What follows belongs to an exercise in optimizing a design on an open flow for small area, a short achievable clock period and few clock cycles; a production flow would make more cautious choices. The RTL was checked by simulation tests, not by an equivalence proof against the original design.

$ cat design/flow/config.mk
export PLATFORM = sky130hd
export DESIGN_NAME = Cfu
export DESIGN_NICKNAME = Cfu
export VERILOG_FILES = /design/flow/design.v
export SDC_FILE = /design/flow/constraint.sdc
export NUM_CORES = 4
export LEC_CHECK = 0
export CAP_MARGIN = 20
export CORE_MARGIN = 2
export CORE_UTILIZATION = 40
export SLEW_MARGIN = 20
$ cat design/flow/constraint.sdc
create_clock -name core_clock -period 13.5 [get_ports {clk}]
set_input_delay 2.7000 -clock core_clock [delete_from_list [all_inputs] [get_ports {clk}]]
set_output_delay 2.7000 -clock core_clock [all_outputs]
set_load 0.01 [all_outputs]
$ cat design/flow/design.v
module PE (
	in_a,
	in_b,
	out_c
);
input	[15:0] in_a;  
input	[15:0] in_b;  
output	[9:0] out_c;
wire    [7:0] psum_l0[3:0];  
wire    [8:0] psum_l1[1:0];
assign psum_l0[0] = in_a[ 3: 0] * in_b[ 3: 0];   
assign psum_l0[1] = in_a[ 7: 4] * in_b[ 7: 4];
assign psum_l0[2] = in_a[11: 8] * in_b[11: 8];
assign psum_l0[3] = in_a[15:12] * in_b[15:12];
assign psum_l1[0] = psum_l0[0] + psum_l0[1];     
assign psum_l1[1] = psum_l0[2] + psum_l0[3];
assign out_c = psum_l1[0] + psum_l1[1];          
endmodule
module Bitblade (
	mode,
	in_a,
	in_b,
    out_c
);
input	mode;
input   [63:0] in_a;
input   [63:0] in_b;
output  [17:0] out_c;
wire    [15:0] pe_in_a[3:0];
wire    [15:0] pe_in_b[3:0];
wire    [ 9:0] pe_out_c[3:0];
wire	[31:0] aw, ax, ay, az;
wire	[31:0] bw, bx, by, bz;
assign aw = {in_a[60+4-1:60], in_a[52+4-1:52], in_a[44+4-1:44], in_a[36+4-1:36]};
assign ax = {in_a[56+4-1:56], in_a[48+4-1:48], in_a[40+4-1:40], in_a[32+4-1:32]};
assign ay = {in_a[28+4-1:28], in_a[20+4-1:20], in_a[12+4-1:12], in_a[ 4+4-1: 4]};
assign az = {in_a[24+4-1:24], in_a[16+4-1:16], in_a[ 8+4-1: 8], in_a[ 0+4-1: 0]};
assign bw = {in_b[60+4-1:60], in_b[52+4-1:52], in_b[44+4-1:44], in_b[36+4-1:36]};
assign bx = {in_b[56+4-1:56], in_b[48+4-1:48], in_b[40+4-1:40], in_b[32+4-1:32]};
assign by = {in_b[28+4-1:28], in_b[20+4-1:20], in_b[12+4-1:12], in_b[ 4+4-1: 4]};
assign bz = {in_b[24+4-1:24], in_b[16+4-1:16], in_b[ 8+4-1: 8], in_b[ 0+4-1: 0]};
assign pe_in_a[0] = (mode) ? aw : ay;
assign pe_in_a[1] = (mode) ? ax : az;
assign pe_in_a[2] = ay;
assign pe_in_a[3] = az;
assign pe_in_b[0] = (mode) ? bw : by;
assign pe_in_b[1] = (mode) ? bx : by;
assign pe_in_b[2] = (mode) ? by : bz;
assign pe_in_b[3] = bz;
PE pe0( .in_a(pe_in_a[0]), .in_b(pe_in_b[0]), .out_c(pe_out_c[0]));
PE pe1( .in_a(pe_in_a[1]), .in_b(pe_in_b[1]), .out_c(pe_out_c[1]));
PE pe2( .in_a(pe_in_a[2]), .in_b(pe_in_b[2]), .out_c(pe_out_c[2]));
PE pe3( .in_a(pe_in_a[3]), .in_b(pe_in_b[3]), .out_c(pe_out_c[3]));
assign out_c = (pe_out_c[0] << (mode ? 0 : 8)) + (pe_out_c[1] << (mode ? 0 : 4)) + (pe_out_c[2] << (mode ? 0 : 4)) + (pe_out_c[3] << (mode ? 0 : 0));
endmodule
module Cfu (
  input               cmd_valid,
  output              cmd_ready,
  input      [9:0]    cmd_payload_function_id,
  input      [31:0]   cmd_payload_inputs_0,
  input      [31:0]   cmd_payload_inputs_1,
  output reg          rsp_valid,
  input               rsp_ready,
  output reg [31:0]   rsp_payload_outputs_0,
  input               reset,
  input               clk
);
wire  [2:0] opcode;
wire  is_setting_mode, is_resetting_acc, is_accumlating, is_loading_upper;
reg         mode;  
reg   [31:0] upper_bitblade_in_a;
reg   [31:0] upper_bitblade_in_b;
wire  [63:0] bitblade_in_a;
wire  [63:0] bitblade_in_b;
wire  [31:0] bitblade_out_c;
assign opcode = cmd_payload_function_id[2:0];
assign is_setting_mode =  (cmd_valid) && (opcode == 0);
assign is_resetting_acc = (cmd_valid) && (opcode == 1);
assign is_loading_upper = (cmd_valid) && (opcode == 2);
assign is_accumlating =   (cmd_valid) && (opcode == 3);
always @(posedge clk) begin
  if (reset)
    mode <= 0;  
  else if (is_setting_mode)
    mode <= cmd_payload_function_id[3];
end
assign cmd_ready = ~rsp_valid;
always @(posedge clk) begin
  if (reset)          rsp_valid <= 1'b0;
  else if (rsp_valid) rsp_valid <= ~rsp_ready;   
  else if (cmd_valid) rsp_valid <= 1'b1;         
end
always @(posedge clk) begin
  if (reset)
    rsp_payload_outputs_0 <= 32'b0;
  else if (is_resetting_acc)
    rsp_payload_outputs_0 <= 32'b0;
  else if (is_accumlating)
    rsp_payload_outputs_0 <= rsp_payload_outputs_0 + bitblade_out_c;
end
always @(posedge clk) begin
  if (reset)                  upper_bitblade_in_a <= 0;
  else if (is_loading_upper)  upper_bitblade_in_a <= cmd_payload_inputs_0;
end
always @(posedge clk) begin
  if (reset)                  upper_bitblade_in_b <= 0;
  else if (is_loading_upper)  upper_bitblade_in_b <= cmd_payload_inputs_1;
end
assign bitblade_in_a = {upper_bitblade_in_a, cmd_payload_inputs_0};
assign bitblade_in_b = {upper_bitblade_in_b, cmd_payload_inputs_1};
Bitblade bitblade(
  .mode(mode),
  .in_a(bitblade_in_a),
  .in_b(bitblade_in_b),
  .out_c(bitblade_out_c)
);
endmodule
$ cat design/flow/run.sh
#!/bin/bash
# synth_recipe.tcl (not shown) runs the flow's synth.tcl, then flattens the netlist and writes it again
# the make line also repeats each setting of config.mk as NAME=value (left out here)
make -C /OpenROAD-flow-scripts/flow DESIGN_CONFIG=/design/flow/config.mk WORK_HOME=/design/flow/orfs CLKGATE_MAP_FILE= SYNTH_SCRIPT=/design/flow/synth_recipe.tcl finish
==> impl_summary.txt <==
----------------------------------------------------
[Status]
  Result of the run ... no timing/DRC/antenna violations

[Detailed routing]
  DRC violation count after routing ... 0
  Drt wl/cell ... 18.5 um
  Post-detailed-route count of antenna-violating nets ... 0
  Drt via density ... 5.31
  Total Routed Length ... 48700 um
  1st-pass router iterations ... 5
  DRC violation total after the first TritonRoute iteration ... 977
  Number of vias after detailed routing ... 14000

[Logic synthesis]
  Summed instance area of the synthesized netlist ... 16100 um2
  Most used flip-flop cell after synthesis ... sky130_fd_sc_hd__dfxtp_1
  Synthesized area per cell ... 8.79 um2
  Number of enable flip-flop cells after synthesis ... 0
  Flop and latch count out of synthesis ... 98
  FFs w/ async S/R, synth ... 0%
  Area share of the largest cell type after synthesis ... 27.7%
  Yosys Warn Count ... 4
  Area leader, netlist ... sky130_fd_sc_hd__fa_1
  Count of different cell masters after synthesis ... 58
  Sequential share of the synthesized area ... 12.2%
  Cell count after synthesis ... 1831
  Number of nets produced by synthesis ... 2338
  Area contributors post-synth ... sky130_fd_sc_hd__fa_1 28%, sky130_fd_sc_hd__ha_1 16%, sky130_fd_sc_hd__dfxtp_1 12%, sky130_fd_sc_hd__inv_1 7.2%, sky130_fd_sc_hd__nand2_1 5.6%

[Global routing]
  Remaining Overflow, GRT ... 0
  Initial antenna violation count ... 0
  Number of global-route vias before repair ... 14300
  Wire length of the first global-routing pass ... 78100 um
  Overall Global Routing Usage ... 24.1%
  Maximum number of pins on one net before global-route repair ... 81

[Floorplanning]
  Effective utilization at floorplan ... 40.5%
  Die Span X ... 205 um
  # IOs ... 112
  Area inside the core boundary ... 39700 um2
  Vertical die dimension ... 205 um
  Site Rows ... 73
  Area of the die ... 41800 um2

[Placement]
  Post-DP HPWL ... 40300 um
  DP Area ... 19100 um2
  Routability congestion estimate ... 0.913
  # port buffers ... 105

[Layout]
  Top library cells by usage in the layout, fill and taps aside ... 309 x sky130_fd_sc_hd__inv_1, 239 x sky130_fd_sc_hd__nand2_1, 225 x sky130_fd_sc_hd__buf_4
  Antenna Cells ... 0
  Share of final-layout standard cells stronger than drive strength 1 ... 17.0%
  Area used by sequential logic in the layout ... 1970 um2
  Area growth from synthesis to layout ... 25.1%
  Total of fill cells in the finished design ... 3726
  Multi-input combinational cell area ... 13200 um2
  Total non-filler cell area in the finished layout ... 20100 um2
  # nets final ... 2609
  Commonest non-fill, non-tap cell in the layout ... sky130_fd_sc_hd__inv_1

[Timing]
  Post-route clock period utilization ... 98.1%
  Final Critical Period ... 13.24 ns
  Number of slew-limit violations in the final report ... 0
  Count of final hold-check violations ... 0
  Final setup viols ... 0
  Final worst clock skew ... 0.00993 ns
  Headroom to the max-slew limit ... 28.4%
  Transition time at the pin with the least slew margin ... 1.07 ns
  Maximum operating frequency ... 75.5 MHz

[Worst setup path]
  Standard cell with the maximum stage delay on the critical path ... sky130_fd_sc_hd__fa_1
  Sort of element at the end of the critical path ... register
  Required time of the worst setup path ... 13.83 ns
  Worst stage delay on the critical path ... 0.60 ns
  End of the worst register-to-register path ... rsp_payload_outputs_0[24]$_SDFFE_PP0P_
  Worst setup path class ... primary input to register
  CP Launch Type ... primary input
  RR Startpoint ... mode$_SDFFE_PP0P_
  FF-to-FF setup slack ... 1.37 ns
  FF-to-FF path depth ... 38
  Maximum fanout count along the critical path ... 8
  Most numerous cell on the critical path ... sky130_fd_sc_hd__fa_1
  Worst path arrival time ... 13.57 ns

[Hold path]
  Kind of path behind the tightest hold check ... register to register
  End of the worst hold path ... rsp_payload_outputs_0[4]$_SDFFE_PP0P_
  Origin of the worst min-delay path ... rsp_payload_outputs_0[4]$_SDFFE_PP0P_
  WHS Path Cells ... 2

[Run]
  Number of maximum-capacitance constraint violations ... 0

[CTS]
  CTS tree ... built
  Cell chosen for the clock root ... sky130_fd_sc_hd__clkbuf_16
  CTS clk-pin slew, worst paths ... 0.08 ns
  H-tree depth ... 3
  TritonCTS Buffers ... 9
  Hold-fix buffer count after cts ... 0
  Number of sinks handled by clock tree synthesis ... 98
  Maximum buffer depth of the clock tree ... 2
  Clock latency (worst-skew pair) ... 0.40 ns

----------------------------------------------------
how the worst max path moves through the flow:
stage	start	end	slack [ns]	cells past startpoint
3_5_place_dp	cmd_payload_inputs_1[6]	rsp_payload_outputs_0[24]$_SDFFE_PP0P_	-0.66	37
3_3_place_gp	cmd_payload_inputs_1[1]	rsp_payload_outputs_0[24]$_SDFFE_PP0P_	-0.56	37
6_report	cmd_payload_inputs_1[15]	rsp_payload_outputs_0[20]$_SDFFE_PP0P_	0.26	38
5_1_grt	cmd_payload_inputs_1[14]	rsp_payload_outputs_0[27]$_SDFFE_PP0P_	-0.05	38
2_1_floorplan	cmd_payload_inputs_1[5]	rsp_payload_outputs_0[27]$_SDFFE_PP0P_	0.43	38
4_1_cts	cmd_payload_inputs_1[20]	rsp_payload_outputs_0[24]$_SDFFE_PP0P_	0.008	34
layout make-up:
type | count | area share [%]
flip-flops and latches | 98 | 9.77
clock buffers | 12 | 1.32
inverters | 310 | 5.78
clock inverters | 4 | 0.286
well taps | 525 | 3.26
repair buffers | 335 | 14.3
multi-input cells | 1348 | 65.3
flip-flops by register name, indices dropped and copies added, names as in the netlist:
register and cells:
rsp_valid 1, upper_bitblade_in_a 32, upper_bitblade_in_b 32, rsp_payload_outputs_0 32
mode 1
routing by layer:
layer / GRT usage (%) / routed length (um) / vias up
met5: 0 / 0 / -
met4: 7.45 / 1190 / 0
met3: 3.53 / 2460 / 66
met2: 39.7 / 23100 / 415
met1: 32.7 / 21900 / 6811
li1: - / - / 6694
cell usage after synthesis (2+ instances only):
library cell                number
sky130_fd_sc_hd__a211o_1         5
sky130_fd_sc_hd__nor3_1         13
sky130_fd_sc_hd__o31ai_1        10
sky130_fd_sc_hd__dfxtp_1        98
sky130_fd_sc_hd__nand2b_1       11
sky130_fd_sc_hd__a21oi_1       125
sky130_fd_sc_hd__and2_1         49
sky130_fd_sc_hd__or2_2           6
sky130_fd_sc_hd__a32o_1         89
sky130_fd_sc_hd__nand2_1       240
sky130_fd_sc_hd__o211ai_1        9
sky130_fd_sc_hd__and3_1          6
sky130_fd_sc_hd__ha_1          206
sky130_fd_sc_hd__mux2_2          6
sky130_fd_sc_hd__mux2i_1        17
sky130_fd_sc_hd__a32oi_1        40
sky130_fd_sc_hd__nand3_1        16
sky130_fd_sc_hd__a21boi_0        2
sky130_fd_sc_hd__clkbuf_1       65
sky130_fd_sc_hd__nor2b_1        78
sky130_fd_sc_hd__or4_1          10
sky130_fd_sc_hd__o21bai_1        7
sky130_fd_sc_hd__a2111oi_0       3
sky130_fd_sc_hd__o21ai_1         3
sky130_fd_sc_hd__nor2_1         41
sky130_fd_sc_hd__a311oi_1        2
sky130_fd_sc_hd__a21o_1          8
sky130_fd_sc_hd__buf_1           5
sky130_fd_sc_hd__a31oi_1         2
sky130_fd_sc_hd__or3_1           7
sky130_fd_sc_hd__buf_2           4
sky130_fd_sc_hd__xor2_1         16
sky130_fd_sc_hd__inv_1         310
sky130_fd_sc_hd__a211oi_1        7
sky130_fd_sc_hd__xnor2_1        21
sky130_fd_sc_hd__nand4_1         8
sky130_fd_sc_hd__o21ai_0        35
sky130_fd_sc_hd__o21a_1          9
sky130_fd_sc_hd__fa_1          223
kinds of logic after synthesis:
group,share of synthesized area (%)
compound gates,16.6
xor+xnor,2.16
fa+ha+maj,43.8
buf+inv,9.06
flops,12.2
mux,1.48
simple gates,14.7
critical path, delay by kind of cell:
kind	cells	cell delay [ns]
buf+inv	10	1.45
compound gates	11	1.90
fa+ha+maj	15	7.25
simple gates	1	0.08
xor+xnor	1	0.17
stage by stage:
step | setup TNS, ns | instances | utilization (%) | worst slack [ns] | hold WS, ns
finish | 0 | 2632 | 50.7 | 0.258 | 0.484
global route | -0.202 | 2632 | 50.7 | -0.0534 | 0.507
CTS | 0 | 2618 | 49.1 | 0.00805 | 0.483
detailed placement | -8.24 | 2602 | 48.2 | -0.665 | 0.470
global placement | -6.81 | 2602 | 48.2 | -0.563 | 0.468
floorplan | 0 | 1831 | - | 0.433 | 0.474
what timing repair did:
item                       4_1_cts  5_1_grt
hold endpoints to repair         0        0
pin swaps                        4       80
gates resized for setup         26      145
setup endpoints to repair       11       20
buffers inserted                 0       14
Testbench counts, summed over its fixed seeds: cycles 4,224.

## static timing again, ports no longer ideal
The flow's constraints put no driver on any port. The routed layout listed below was extracted and timed again, unchanged, in two steps. Step 1 (the two cells are an assumption about what drives the block):
set clk [get_ports {clk}]
set_driving_cell -lib_cell sky130_fd_sc_hd__clkbuf_16 $clk
set_driving_cell -lib_cell sky130_fd_sc_hd__buf_2 [delete_from_list [all_inputs] $clk]
Step 2 moves the port delays by t, midway between the first and last clock arrival at a register: inputs arrive t later, outputs are due t later. That takes back most of the time a late clock gives input paths. Slacks: no drivers / after step 1 / after step 2; pairs: no drivers / after step 1.
shift t [ns]: 0.449
slack for setup (ns): 0.258 / 0.284 / -0.165
clock arrival spread, ns: 0.013 / 0.012
worst register clock-pin slew, ns: 0.09 / 0.09
worst slew at a driven data input, ns: 0.06
With both steps, setup timing fails in this run, where it was met with ideal ports. The setup slack of this run moves by +0.026 ns with the drivers and by -0.423 ns with both steps.
